From an optimization exercise on the open Yosys and OpenROAD flow, aimed at small area and a short achievable clock period; shortcuts taken in it are not production practice. In this exercise RTL edits were held to simulation tests only and were not proved equivalent to the original.

v49:
==> flow/design.v <==
module div_non_restore_pip #(parameter N = 16) (
	input          clk,
	input  [N-1:0] dividend,
	input  [N-1:0] divisor,
	output [N-1:0] quotient
);
	localparam H = N / 2;
	reg [N-1:0] R0, D0;
	reg [N:0]   R  [1:N-1];
	reg         QB [1:N-1];
	reg [N-1:0] D  [1:N-1];
	reg [N-1:0] Q  [1:N-1];
	reg [N-1:0] QO, QF;
	always @(posedge clk) begin
		R0 <= dividend;
		D0 <= divisor;
	end
	wire [N:0] r1 = {R0, 1'b0} - {1'b0, D0};
	always @(posedge clk) begin
		R[1]  <= r1;
		QB[1] <= ~r1[N];
		D[1]  <= D0;
		Q[1]  <= {N{1'b0}};
	end
	genvar s, j;
	generate
		for (s = 2; s <= N; s = s + 1) begin : stage
			wire        neg = R[s-1][N];
			wire        pos = QB[s-1];
			wire [N:0]  b;
			for (j = 0; j <= N; j = j + 1) begin : op
				wire dj = (j < N) ? D[s-1][j] : 1'b0;
				if (j < H) begin : lo
					assign b[j] = dj ^ pos;
				end else begin : hi
					assign b[j] = ~(dj ^ neg);
				end
			end
			wire [N:0] rn = {R[s-1][N-1:0], 1'b0} + b + {{N{1'b0}}, pos};
			if (s < N) begin : mid
				always @(posedge clk) begin
					R[s]  <= rn;
					QB[s] <= ~rn[N];
					D[s]  <= D[s-1];
					Q[s]  <= {Q[s-1][N-2:0], pos};
				end
			end else begin : last
				always @(posedge clk) begin
					QO <= {Q[N-1][N-3:0], pos, ~rn[N]};
					QF <= QO;
				end
			end
		end
	endgenerate
	assign quotient = QF;
endmodule
clock: 4.5 ns
lec_check: 0
cap_margin: 20
core_margin: 2
core_utilization: 55
cts_buf_list: sky130_fd_sc_hd__clkbuf_16
cts_cluster_diameter: 80
cts_cluster_size: 30
place_density: 0.75
setup_slack_margin: 2.2
slew_margin: 20
standard.sh (not shown) runs the stock make flow with config.mk's settings and CLKGATE_MAP_FILE= SYNTH_SCRIPT=/design/flow/synth_recipe.tcl, a recipe that flattens the netlist after the stock synthesis.
==> flow/flow/run.sh <==
#!/bin/bash
# Own flow: the standard layout, with the synthesis's final ABC mapping
# run from flow/abc.script (delay-oriented) instead of ORFS's abc_speed.script.
# flow/make_args, if present, holds extra make variable settings.
set -euo pipefail
W=$(pwd)
export MY_ABC_SCRIPT=$W/flow/abc.script
export MY_ABC_D=${MY_ABC_D:-1000}
EXTRA=()
if [[ -f flow/make_args ]]; then read -r -a EXTRA < flow/make_args; fi
cat flow/abc_override.tcl synth_recipe.tcl > my_synth.tcl
sed "s#SYNTH_SCRIPT=[^ ]*#SYNTH_SCRIPT=$W/my_synth.tcl#" standard.sh > my_standard.sh
bash my_standard.sh "${EXTRA[@]}" finish > flow.log 2>&1
==> flow/flow/abc.script <==
&get -n
&st
&dch
&nf -p
&put
buffer -p
upsize {D}
dnsize {D}
==> flow/flow/abc_override.tcl <==
# Use our own ABC script and delay target for the final technology mapping
# (the generic abc inside yosys synth is unchanged).
proc abc {args} {
  set here [file dirname [file normalize [info script]]]
  set i [lsearch $args -script]
  if {$i >= 0} { lset args [expr {$i+1}] $::env(MY_ABC_SCRIPT) }
  set i [lsearch $args -D]
  if {$i >= 0} { lset args [expr {$i+1}] $::env(MY_ABC_D) } else { lappend args -D $::env(MY_ABC_D) }
  puts "abc (own script): $args"
  yosys abc {*}$args
}
==> flow/flow/make_args <==
ADDER_MAP_FILE=
v49 completed end to end with timing, DRC and antenna clean.
Inputs modified between v49 and v43:
Settings: CTS_CLUSTER_DIAMETER removed (was 80); SETUP_SLACK_MARGIN changed from 2.2 to 2.7; CTS_CLUSTER_SIZE removed (was 30); CTS_BUF_LIST removed (was sky130_fd_sc_hd__clkbuf_16).
Notes after the runs:
- [compare] base=v49 new=v43: number of DRC violations after detailed-routing iteration 0 went up 844; worst hold slack ~0 delta; worst clock skew shows an increase of 0.014 ns; total length of routed wires went up by about 60%.
- Of v43 and v49, v49 shows the lower worst setup slack, with v43 above it.
- Compared with v49, in v43 via count of the first global-routing pass picked up an extra 3641, setup slack on the worst flop-to-flop path picked up an extra 0.05 ns.
- Share of final-layout standard cells stronger than drive strength 1 is lower on v49
- A slowest cell on the critical path of dfxtp_4 is what v43 shows, while o211ai_1 belongs to v49.
[inputs] v44 vs v43
Settings: an added CTS_CLUSTER_SIZE of 30; a change of SETUP_SLACK_MARGIN from 2.7 to 2.3; an added CTS_CLUSTER_DIAMETER of 80; an added CTS_BUF_LIST of sky130_fd_sc_hd__clkbuf_16.
-- flow/flow/abc.script --
<<< v43, line 2
&st
&dch
&nf -p
>>> v44, line 2
&st
&dch -f
&nf -p
&put
&get -n
&st
&dch -f
&nf -p
==> results.txt <==
v44 did not stop at any stage, and its layout met the timing, design-rule and antenna checks. What v44 reported for number of tap cells added at floorplan has to be multiplied by 1.08 to get the figure for v43. From v43 to v44 the numbers moved as follows: area of the die went down by about 0.9%; post-place instance area saw a decrease; detail-routed via count per cell now smaller. The register-to-register slack in v44 sits 0.27 ns below the value recorded for v43. Diff v43 -> v44 | first-pass GRT wire length | decrease of 20%. Going from v43 to v44, met1 capacity usage during global routing now sits lower; adder and majority gate portion of the synthesized area went up.
For v26, these inputs were changed with respect to v44:
Settings: CORE_UTILIZATION now 58, was 55; TNS_END_PERCENT now 50, previously not set; GPL_ROUTABILITY_DRIVEN now 0, previously not set.
-- flow/flow/run.sh --
<<< v44, line 2
# Own flow: the standard layout, with the synthesis's final ABC mapping
# run from flow/abc.script (delay-oriented) instead of ORFS's abc_speed.script.
# flow/make_args, if present, holds extra make variable settings.
>>> v26, line 2
# Own flow: the standard layout, with the synthesis's final ABC mapping
# run from flow/abc.script (delay-oriented) instead of ORFS's abc_speed.script,
# and the port buffers made with buf_2 cells.
# flow/make_args, if present, holds extra make variable settings.
<<< v44, line 8
export MY_ABC_D=${MY_ABC_D:-1000}
EXTRA=()
>>> v26, line 9
export MY_ABC_D=${MY_ABC_D:-1000}
export BUFFER_PORTS_ARGS="-buffer_cell sky130_fd_sc_hd__buf_2"
EXTRA=()
==> flow/flow/abc.script <==
&get -n
&st
&dch
&nf -p
&put
buffer -p
upsize {D}
dnsize {D}
==> comparison <==
Re part of the Yosys area used for sequential elements: v26 and v44 aren't equal, and the higher value belongs to v44. More vias were needed by v44 than by v26. Number of enable-type register cells in the synthesized netlist: v44 vs v26 identical. v26 ended with less proportion of layout cells with a drive suffix above 1 than v44. v44 -> v26: die area decreased by a few percent.
Setup changes, v26 to v2
Settings: a change of SETUP_SLACK_MARGIN from 2.3 to 2.4; a deleted CTS_CLUSTER_SIZE that had been 30; a deleted GPL_ROUTABILITY_DRIVEN that had been 0; a change of CORE_UTILIZATION from 58 to 55; a deleted CTS_BUF_LIST that had been sky130_fd_sc_hd__clkbuf_16; a deleted CTS_CLUSTER_DIAMETER that had been 80; a deleted TNS_END_PERCENT that had been 50.
==> flow/flow/run.sh <==
#!/bin/bash
# Own flow: the standard layout, with the synthesis's final ABC mapping
# run from flow/abc.script (delay-oriented) instead of ORFS's abc_speed.script.
# flow/make_args, if present, holds extra make variable settings.
set -euo pipefail
W=$(pwd)
export MY_ABC_SCRIPT=$W/flow/abc.script
export MY_ABC_D=${MY_ABC_D:-1000}
EXTRA=()
if [[ -f flow/make_args ]]; then read -r -a EXTRA < flow/make_args; fi
cat flow/abc_override.tcl synth_recipe.tcl > my_synth.tcl
sed "s#SYNTH_SCRIPT=[^ ]*#SYNTH_SCRIPT=$W/my_synth.tcl#" standard.sh > my_standard.sh
bash my_standard.sh "${EXTRA[@]}" finish > flow.log 2>&1
removed: flow/flow/make_args
==> comparison <==
- Synthesized cell count | v2 below v26
- In the metrics for v26 and v2, the one carrying the higher number of non-clock buffers is v2.
- When v2 is set beside v26, its die area turns out to be 0.0031 mm² larger.

-- re-timing with driven ports --
Ports are ideal in the flow. The routed layouts listed here were re-timed in OpenROAD. Step 1 (the two cells are an assumption about what drives the block):
set clk [get_ports {clk}]
set_driving_cell -lib_cell sky130_fd_sc_hd__clkbuf_16 $clk
set_driving_cell -lib_cell sky130_fd_sc_hd__buf_2 [delete_from_list [all_inputs] $clk]
Step 2 adds t to the input delays and takes it off the output delays; t is the mean of the earliest and latest rising clock arrival at the registers after step 1. Input paths then give back, and output paths get back, about the clock's delay inside the block. a / b / c = ideal ports / drivers / drivers and shift; a / b = the first two.
run | shift t [ns] | setup slack, ns | worst setup path at the end | clock arrival spread, ns | worst data-port slew with drivers (ns)
v49 | 0.671 | 2.240 / 2.240 / 2.240 | register to register | 0.015 / 0.015 | 0.04
v43 | 0.685 | 2.288 / 2.288 / 2.288 | register to register | 0.037 / 0.037 | 0.05
v44 | 0.671 | 2.017 / 2.017 / 2.017 | register to register | 0.032 / 0.031 | 0.04
v26 | 0.657 | 2.277 / 2.277 / 2.277 | register to register | 0.019 / 0.019 | 0.04
v2 | 0.672 | 2.222 / 2.222 / 2.222 | register to register | 0.028 / 0.028 | 0.05
After both steps every run listed still meets setup and hold.
